This is an optimization exercise on Yosys and OpenROAD, whose aim is a short achievable clock period and few clock cycles, not a production implementation.
The RTL of this run was laid out without a check of its function.
Power and IR drop assume default switching activity.

==> flow/run.sh <==
#!/bin/bash
# synth_recipe.tcl (not shown) runs the flow's synth.tcl, then flattens the netlist and writes it again
# the make line also repeats each setting of config.mk as NAME=value (left out here)
make -C /OpenROAD-flow-scripts/flow DESIGN_CONFIG=/design/flow/config.mk WORK_HOME=/design/flow/orfs CLKGATE_MAP_FILE= SYNTH_SCRIPT=/design/flow/synth_recipe.tcl finish
==> flow/config.mk <==
export PLATFORM = sky130hd
export DESIGN_NAME = Pipeline_CPU
export DESIGN_NICKNAME = Pipeline_CPU
export VERILOG_FILES = /design/flow/design.v
export SDC_FILE = /design/flow/constraint.sdc
export NUM_CORES = 4
export LEC_CHECK = 0
export ABC_CLOCK_PERIOD_IN_PS = 2500
export CAP_MARGIN = 30
export CORE_MARGIN = 2
export CORE_UTILIZATION = 40
export SETUP_SLACK_MARGIN = 5
export SLEW_MARGIN = 30
==> flow/constraint.sdc <==
create_clock -name core_clock -period 8.0 [get_ports {clk}]
set_input_delay 1.6000 -clock core_clock [delete_from_list [all_inputs] [get_ports {clk}]]
set_output_delay 1.6000 -clock core_clock [all_outputs]
set_load 0.01 [all_outputs]
==> flow/design.v <==
`timescale 1ns / 1ps
module Pred_static(
    input  [31:0] inst,
    output        taken,
    output        is_br,
    output [31:0] off
    );
    wire [4:0] op   = inst[6:2];
    wire       jal  = (op == 5'b11011);
    wire       jalr = (op == 5'b11001);
    wire       beq  = (op == 5'b11000) && (inst[14:12] == 3'b000);
    wire       bne  = (op == 5'b11000) && (inst[14:12] == 3'b001);
    wire       same = (inst[19:15] == inst[24:20]);
    wire [31:0] immI = {{20{inst[31]}}, inst[31:20]};
    wire [31:0] immB = {{19{inst[31]}}, inst[31], inst[7], inst[30:25], inst[11:8], 1'b0};
    wire [31:0] immJ = {{11{inst[31]}}, inst[31], inst[19:12], inst[20], inst[30:21], 1'b0};
    assign is_br = beq | bne;
    assign taken = jal | jalr | (beq & (same | inst[31])) | (bne & ~same);
    assign off   = jal ? immJ : jalr ? immI : immB;
endmodule
module Pipeline_CPU(
    input [31:0] Data_in,
    input clk,
    input rst,
    input [31:0] inst_IF,
    output [31:0] PC_out_IF,
    output [31:0] Addr_out,
    output [31:0] Data_out,
    output MemRW_Mem
    );
    reg  [9:0]  fa;           
    reg  [31:0] pc_redir;     
    reg         d_valid;
    reg  [31:0] ir;
    reg  [31:0] pc_d;
    reg         x_valid;
    reg  [31:0] x_a, x_b, x_sd;
    reg  [4:0]  x_rd;
    reg         x_w, x_load, x_store, x_br, x_bne, x_pred;
    reg  [31:0] x_alt;
    reg         x_add, x_sub, x_and, x_or, x_xor, x_sll, x_srl, x_sra, x_slt, x_sltu;
    reg  [31:0] m_res, m_sd;
    reg  [4:0]  m_rd;
    reg         m_w, m_load, m_store;
    reg  [31:0] rf [1:31];
    wire        x_cmp   = x_sub | x_slt | x_sltu;
    wire [31:0] x_sum   = x_a + (x_cmp ? ~x_b : x_b) + {31'd0, x_cmp};
    wire        x_lt_s  = (x_a[31] ^ x_b[31]) ? x_a[31] : x_sum[31];
    wire        x_lt_u  = (x_a[31] ^ x_b[31]) ? x_b[31] : x_sum[31];
    wire [31:0] x_shl   = x_a << x_b[4:0];
    wire [31:0] x_shr   = $signed({x_sra & x_a[31], x_a}) >>> x_b[4:0];
    wire [31:0] x_res   = ({32{x_add | x_sub}} & x_sum)
                        | ({32{x_and}} & (x_a & x_b))
                        | ({32{x_or}}  & (x_a | x_b))
                        | ({32{x_xor}} & (x_a ^ x_b))
                        | ({32{x_sll}} & x_shl)
                        | ({32{x_srl | x_sra}} & x_shr)
                        | {31'd0, (x_slt & x_lt_s) | (x_sltu & x_lt_u)};
    wire        x_eq     = (x_a == x_b);
    wire        x_taken  = x_eq ^ x_bne;
    wire        redirect = x_valid & x_br & (x_taken ^ x_pred);
    wire [31:0] m_val = m_load ? Data_in : m_res;
    assign Addr_out  = m_res;
    assign Data_out  = m_sd;
    assign MemRW_Mem = m_store;
    wire [4:0] d_op  = ir[6:2];
    wire [2:0] d_f3  = ir[14:12];
    wire       d_f7  = ir[30];
    wire [4:0] d_rd  = ir[11:7];
    wire [4:0] d_rs1 = ir[19:15];
    wire [4:0] d_rs2 = ir[24:20];
    wire d_opr  = (d_op == 5'b01100);
    wire d_opi  = (d_op == 5'b00100);
    wire d_ld   = (d_op == 5'b00000);
    wire d_st   = (d_op == 5'b01000);
    wire d_jal  = (d_op == 5'b11011);
    wire d_jalr = (d_op == 5'b11001);
    wire d_lui  = (d_op == 5'b01101);
    wire d_link = d_jal | d_jalr | d_lui;
    wire        d_pred, d_isbr;
    wire [31:0] d_off;
    Pred_static pred_d(.inst(ir), .taken(d_pred), .is_br(d_isbr), .off(d_off));
    wire [31:0] d_pc4   = pc_d + 32'd4;
    wire [31:0] d_pcoff = pc_d + d_off;
    wire [31:0] d_next  = d_pred ? d_pcoff : d_pc4;     
    wire d_use1 = d_opr | d_opi | d_ld | d_st | d_isbr;
    wire d_use2 = d_opr | d_st | d_isbr;
    wire d_wr   = (d_opr | d_opi | d_ld | d_link) & (d_rd != 5'd0);
    wire [31:0] immI = {{20{ir[31]}}, ir[31:20]};
    wire [31:0] immS = {{20{ir[31]}}, ir[31:25], ir[11:7]};
    wire [31:0] rf1 = (d_rs1 == 5'd0) ? 32'd0 : rf[d_rs1];
    wire [31:0] rf2 = (d_rs2 == 5'd0) ? 32'd0 : rf[d_rs2];
    wire by1x = x_valid & x_w & (x_rd == d_rs1);
    wire by2x = x_valid & x_w & (x_rd == d_rs2);
    wire by1m = m_w & (m_rd == d_rs1);
    wire by2m = m_w & (m_rd == d_rs2);
    wire [31:0] rs1v = by1x ? x_res : by1m ? m_val : rf1;
    wire [31:0] rs2v = by2x ? x_res : by2m ? m_val : rf2;
    wire stall = d_valid & x_valid & x_load & x_w &
                 ((d_use1 & (x_rd == d_rs1)) | (d_use2 & (x_rd == d_rs2)));
    wire [3:0] fn   = {d_f3, d_f7};
    wire r_sub  = d_opr & (fn == 4'b0001);
    wire r_and  = d_opr & (fn == 4'b1110);
    wire r_or   = d_opr & (fn == 4'b1100);
    wire r_xor  = d_opr & (fn == 4'b1000);
    wire r_sll  = d_opr & (fn == 4'b0010);
    wire r_srl  = d_opr & (fn == 4'b1010);
    wire r_sra  = d_opr & (fn == 4'b1011);
    wire r_slt  = d_opr & (fn == 4'b0100);
    wire r_sltu = d_opr & (fn == 4'b0110);
    wire i_and  = d_opi & (d_f3 == 3'b111);
    wire i_or   = d_opi & (d_f3 == 3'b110);
    wire i_xor  = d_opi & (d_f3 == 3'b100);
    wire i_sll  = d_opi & (d_f3 == 3'b001);
    wire i_srl  = d_opi & (d_f3 == 3'b101) & ~d_f7;
    wire i_sra  = d_opi & (d_f3 == 3'b101) & d_f7;
    wire i_slt  = d_opi & (d_f3 == 3'b010);
    wire i_sltu = d_opi & (d_f3 == 3'b011);
    wire a_and  = r_and | i_and;
    wire a_or   = r_or  | i_or;
    wire a_xor  = r_xor | i_xor;
    wire a_sll  = r_sll | i_sll;
    wire a_srl  = r_srl | i_srl;
    wire a_sra  = r_sra | i_sra;
    wire a_slt  = r_slt | i_slt;
    wire a_sltu = r_sltu | i_sltu;
    wire a_sub  = r_sub;
    wire a_add  = ~(a_and | a_or | a_xor | a_sll | a_srl | a_sra | a_slt | a_sltu | a_sub);
    wire [31:0] d_a = d_link ? 32'd0 : rs1v;
    wire [31:0] d_b = d_link ? d_pc4 : (d_opi | d_ld) ? immI : d_st ? immS : rs2v;
    wire        f_pred, f_isbr;
    wire [31:0] f_off;
    Pred_static pred_f(.inst(inst_IF), .taken(f_pred), .is_br(f_isbr), .off(f_off));
    wire [9:0]  f_next = fa + (f_pred ? f_off[11:2] : 10'd1);
    assign PC_out_IF = {20'd0, fa, 2'b00};
    always @(posedge clk or posedge rst) begin
        if (rst) begin
            fa       <= 10'd0;
            pc_redir <= 32'd0;
            d_valid  <= 1'b0;
            ir       <= 32'd0;
            pc_d     <= 32'd0;
        end else if (redirect) begin
            fa       <= x_alt[11:2];
            pc_redir <= x_alt;
            d_valid  <= 1'b0;
        end else if (!stall) begin
            fa       <= f_next;
            d_valid  <= 1'b1;
            ir       <= inst_IF;
            pc_d     <= d_valid ? d_next : pc_redir;
        end
    end
    always @(posedge clk or posedge rst) begin
        if (rst) begin
            x_valid <= 1'b0;
            x_w     <= 1'b0;
            x_load  <= 1'b0;
            x_store <= 1'b0;
            x_br    <= 1'b0;
            x_bne   <= 1'b0;
            x_pred  <= 1'b0;
            x_rd    <= 5'd0;
            x_a     <= 32'd0;
            x_b     <= 32'd0;
            x_sd    <= 32'd0;
            x_alt   <= 32'd0;
            x_add   <= 1'b0;
            x_sub   <= 1'b0;
            x_and   <= 1'b0;
            x_or    <= 1'b0;
            x_xor   <= 1'b0;
            x_sll   <= 1'b0;
            x_srl   <= 1'b0;
            x_sra   <= 1'b0;
            x_slt   <= 1'b0;
            x_sltu  <= 1'b0;
        end else begin
            x_valid <= d_valid & ~stall & ~redirect;
            x_w     <= d_wr;
            x_load  <= d_ld;
            x_store <= d_st;
            x_br    <= d_isbr;
            x_bne   <= d_f3[0];
            x_pred  <= d_pred;
            x_rd    <= d_rd;
            x_a     <= d_a;
            x_b     <= d_b;
            x_sd    <= rs2v;
            x_alt   <= d_pred ? d_pc4 : d_pcoff;
            x_add   <= a_add;
            x_sub   <= a_sub;
            x_and   <= a_and;
            x_or    <= a_or;
            x_xor   <= a_xor;
            x_sll   <= a_sll;
            x_srl   <= a_srl;
            x_sra   <= a_sra;
            x_slt   <= a_slt;
            x_sltu  <= a_sltu;
        end
    end
    always @(posedge clk or posedge rst) begin
        if (rst) begin
            m_res   <= 32'd0;
            m_sd    <= 32'd0;
            m_rd    <= 5'd0;
            m_w     <= 1'b0;
            m_load  <= 1'b0;
            m_store <= 1'b0;
        end else begin
            m_res   <= x_res;
            m_sd    <= x_sd;
            m_rd    <= x_rd;
            m_w     <= x_valid & x_w;
            m_load  <= x_valid & x_load;
            m_store <= x_valid & x_store;
        end
    end
    integer i;
    always @(posedge clk or posedge rst) begin
        if (rst) begin
            for (i = 1; i < 32; i = i + 1)
                rf[i] <= 32'd0;
        end else if (m_w) begin
            rf[m_rd] <= m_val;
        end
    end
endmodule
==> summary.txt <==
## cell usage after synthesis (39+ instances only)
master     count
mux2i_1       88
nand2_1      758
a222oi_1      43
xor2_1        49
ha_1         143
nand4_1      166
mux2_2        55
nor3_1        89
o21ai_0      577
xnor2_1       84
nor2_1       944
a22o_1        39
nor4_1        47
a21o_1        49
a21oi_1      896
and3_1       177
a2111oi_0     50
nand3_1      154
clkbuf_1     556
a211oi_1      53
buf_2         70
buf_1         71
mux4_2        74
inv_1        118
a22oi_1      720
dfrtp_1     1319
and2_1        53
## flip-flops by register name, indices dropped and copies added, names as in the netlist, 32 cells and up
register / count
m_res: 32
pc_d: 32
pc_redir: 32
x_alt: 32
rf: 992
x_b: 32
m_sd: 32
x_a: 32
x_sd: 32
## cell type report
class | instances | area (um^2)
diodes | 21 | 52.6
clock buffers | 202 | 4210
clock inverters | 64 | 838
fillers | 15783 | 84400
inverters | 123 | 508
multi-input cells | 5783 | 40400
flip-flops and latches | 1319 | 33100
well taps | 2340 | 2930
repair buffers | 969 | 10100
repair inverters | 2 | 15.0
## what timing repair did
item                                   4_1_cts  5_1_grt
gates resized for setup                   1349      374
pin swaps                                  338      237
buffers inserted                           396      139
endpoints found under the hold margin        0        0
cloned                                      31        9
setup endpoints to repair                  575      558
## worst paths after layout
check,to,slack (ns),cells past startpoint
max,fa[3],4.16,20
min,m_sd[10],0.35,0
max reg2reg,x_a[20],4.24,11
min reg2reg,m_sd[10],0.35,0
max in group asynchronous,fa[6],5.36,5
min in group asynchronous,rf[4][12],1.28,3
## routing by layer
metal / share of wire [%] / routed length (um) / global-route usage, %
met1: 35 / 140000 / 53.1
met3: 16 / 61800 / 19.0
met4: 9.8 / 38900 / 30.0
met2: 39 / 156000 / 57.9
met5: 0.099 / 392 / 0.926
## critical path: cells and delay by family
| kind | cells | cell delay [ns] |
|---|---|---|
| buffers and inverters | 10 | 1.23 |
| AO/OA/AOI/OAI | 5 | 0.70 |
| AND/OR/NAND/NOR | 3 | 0.59 |
| adder cells (fa/ha/maj) | 1 | 0.22 |
| XOR/XNOR | 1 | 0.19 |
## power by group through the flow
stage	registers, mW	clock network, mW	logic [mW]
after floorplan	9.31	0	4.91
after global placement	9.80	0	7.89
after detailed placement	9.84	0	8.10
after CTS	9.71	7.22	10.2
after global routing	9.94	7.52	12.0
final	9.86	7.23	11.5
## cells by family after synthesis
kind of cell             Yosys count
AND/OR/NAND/NOR                 2540
flip-flops                      1319
AO/OA/AOI/OAI                   2714
multiplexers                     217
XOR/XNOR                         134
other                              1
buffers and inverters            851
adder cells (fa/ha/maj)          146
## cell usage in the layout (no fill, tap or decap), types with 32 or more instances in the layout
master / Yosys / layout
o21ai_0: 577 / 517
a222oi_1: 43 / 43
buf_4: 26 / 488
buf_6: 5 / 206
mux2i_4: 0 / 32
buf_8: 0 / 35
a22o_1: 39 / 39
clkdlybuf4s50_1: 0 / 48
xnor2_1: 84 / 52
mux2i_1: 88 / 53
clkinv_2: 0 / 32
a21oi_1: 896 / 810
clkbuf_8: 0 / 33
nand2_1: 758 / 678
nand4_1: 166 / 166
a22oi_1: 720 / 710
o211ai_1: 37 / 37
a221oi_1: 38 / 35
nand2_2: 0 / 42
clkbuf_16: 0 / 154
xor2_1: 49 / 41
buf_2: 70 / 67
nor3_1: 89 / 61
and3_1: 177 / 171
nand3_1: 154 / 139
and2_4: 0 / 53
inv_1: 118 / 100
dfrtp_1: 1319 / 1282
nor2_4: 0 / 47
a21oi_2: 1 / 62
ha_1: 143 / 96
mux4_2: 74 / 74
o21ai_1: 7 / 36
ha_4: 0 / 40
buf_12: 0 / 73
nor2_1: 944 / 881
a21o_1: 49 / 46
## stage by stage
step / power, mW / instance area [um^2]
global route: 29.4 / 92100
global placement: 17.7 / 75500
floorplan: 14.2 / 71300
CTS: 27.2 / 89000
detailed placement: 17.9 / 76000
finish: 28.6 / 92100
==> results.cfg <==
[outcome]
status = timing/DRC/antenna clean

[logic_synthesis]
yosys.area_share.adder_pct = 2.60
synth_top_area_cell = dfrtp_1
synth_compound_area_share_pct = 24.0
synthTopCellsByArea = dfrtp_1, a22oi_1, a21oi_1
yosysSeqAreaShare_pct = 46.3
synth-edff-count = 0
syn_area_um2 = 71200
synth.avg_cell_area_um2 = 8.99
synthArstFlopShare_pct = 100
synth-simple-area-share_pct = 16.1
synthCells = 7922
synth_top_area_share_pct = 46.3
synth_top_flop_cell = dfrtp_1
yosys_warnings = 2
yosysUniqueCellTypes = 88
synth_xor_xnor_area_share_pct = 1.67
ys_seq_elements = 1319
synth_top_family_by_area = compound AO/OA/AOI/OAI gates
synth.mux.area_fraction_pct = 4.45

[clock_tree]
cts_tree = yes
cts_buffers = 146
cts_buffer_depth = 3
cts.sinks = 1319
clk-insertion-delay-late_ns = 0.85
ctsHoldBuffers = 0
h-tree-depth = 4
clk_pin_slew_ns = 0.06
root_buffer = clkbuf_16

[critical_path]
crit_fanout = 5
path_class = in2reg
cpMostUsedCell = buf_6
cp_slowest_stage_delay_ns = 0.46
path_cells = clkdlybuf4s50_1 -> nor4_2 -> and4_4 -> a22oi_2 -> inv_1 -> ha_1 -> a21o_1 -> a21oi_4 -> buf_4 -> buf_6 -> buf_6 -> buf_6 -> buf_6 -> buf_6 -> buf_6 -> buf_6 -> xor2_1 -> nor2_1 -> a21oi_1 -> a21oi_1
crit_required_ns = 8.71
rr_startpoint = ir[17]
critPathSlowestCell = clkdlybuf4s50_1
start_kind = input pin
cp.arrival_ns = 4.55
critical_path.startpoint = inst_IF[13]
critPathCaptureType = flop

[timing]
max_freq_ghz = 0.260
fin_tns_setup_ns = 0
fin_ws_ns = 4.16
rsz0062_at_grt = yes
final.period_utilization_pct = 48.0
worstMarginPinSlew_ns = 1.05
holdWs_ns = 0.350
min_period_ns = 3.84
report.final.slew_viol_count = 0
final-hold-violation-count = 0
slew-limit-headroom_pct = 30.1
setup_viol = 0
skew_ns = 0.0465

[floorplan]
rows = 154
start_util_pct = 40.4
die_w_um = 426
io_pins = 163
core_area_um2 = 176000
die_h_um = 426
die_area_um2 = 181000

[placement]
dp_slack_ns = 2.34
io_buffers = 138
hpwlAfterDp_mm = 228
globalplace.congestion = 0.981
place_inst = 9955

[power]
switchingPower_mw = 11.4
p_sw_share_pct = 40.0
power.leakage_nw = 38.0
clockPowerShare_pct = 25.3
internal-power_mw = 17.2
irDropWorstVdd_mv = 0.207
power_density_nw_per_um2 = 310
comb_power_share_pct = 40.2
p_seq_share_pct = 34.5

[final_layout]
fin_nets = 8556
final_util_pct = 52.2
drive_gt1_share_pct = 24.7
fin_cells = 10823
syn_to_final_growth_pct = 29.4

[global_routing]
grt_pass1_wl_mm = 545
gr-total-overflow = 0
grt_usage_pct = 42.5
antenna_found_initial = 33
grt_max_degree = 179
grt_pass1_vias = 69940

[route]
wl_per_cell_um = 36.7
vias = 75258
dr.pass1.iters = 14
drt_iter0_drc = 16066
remaining_drc_errors = 0
ant_nets = 0
viasPerCell = 6.95
routed_wirelength_mm = 397

[min_path]
min_from = x_sd[10]
hold_path_class = reg2reg

[job]
maxCapViolCount = 0

[afterwards: timing with drivers on the ports]
How much do the figures lean on ideal ports? The routed layout below was timed once more, with nothing changed but the port constraints. Step 1 sets driving cells, clkbuf_16 on the clock port and buf_2 on the other inputs (assumed; they add their load-dependent delay and slew). Step 2 adds t to the input delays and takes it off the output delays; t is the mean of the earliest and latest rising clock arrival at the registers after step 1. Input paths then give back, and output paths get back, about the clock's delay inside the block. Slacks: ideal / step 1 / step 2; pairs: ideal / step 1.
shift t [ns]: 0.925
setup slack, ns: 4.157 / 4.224 / 3.299
worst hold slack (ns): 0.350 / 0.350 / 0.350
worst register clock-pin slew, ns: 0.07 / 0.07
After both steps this run still meets setup and hold. The setup slack of this run moves by +0.067 ns with the drivers and by -0.858 ns with both steps.
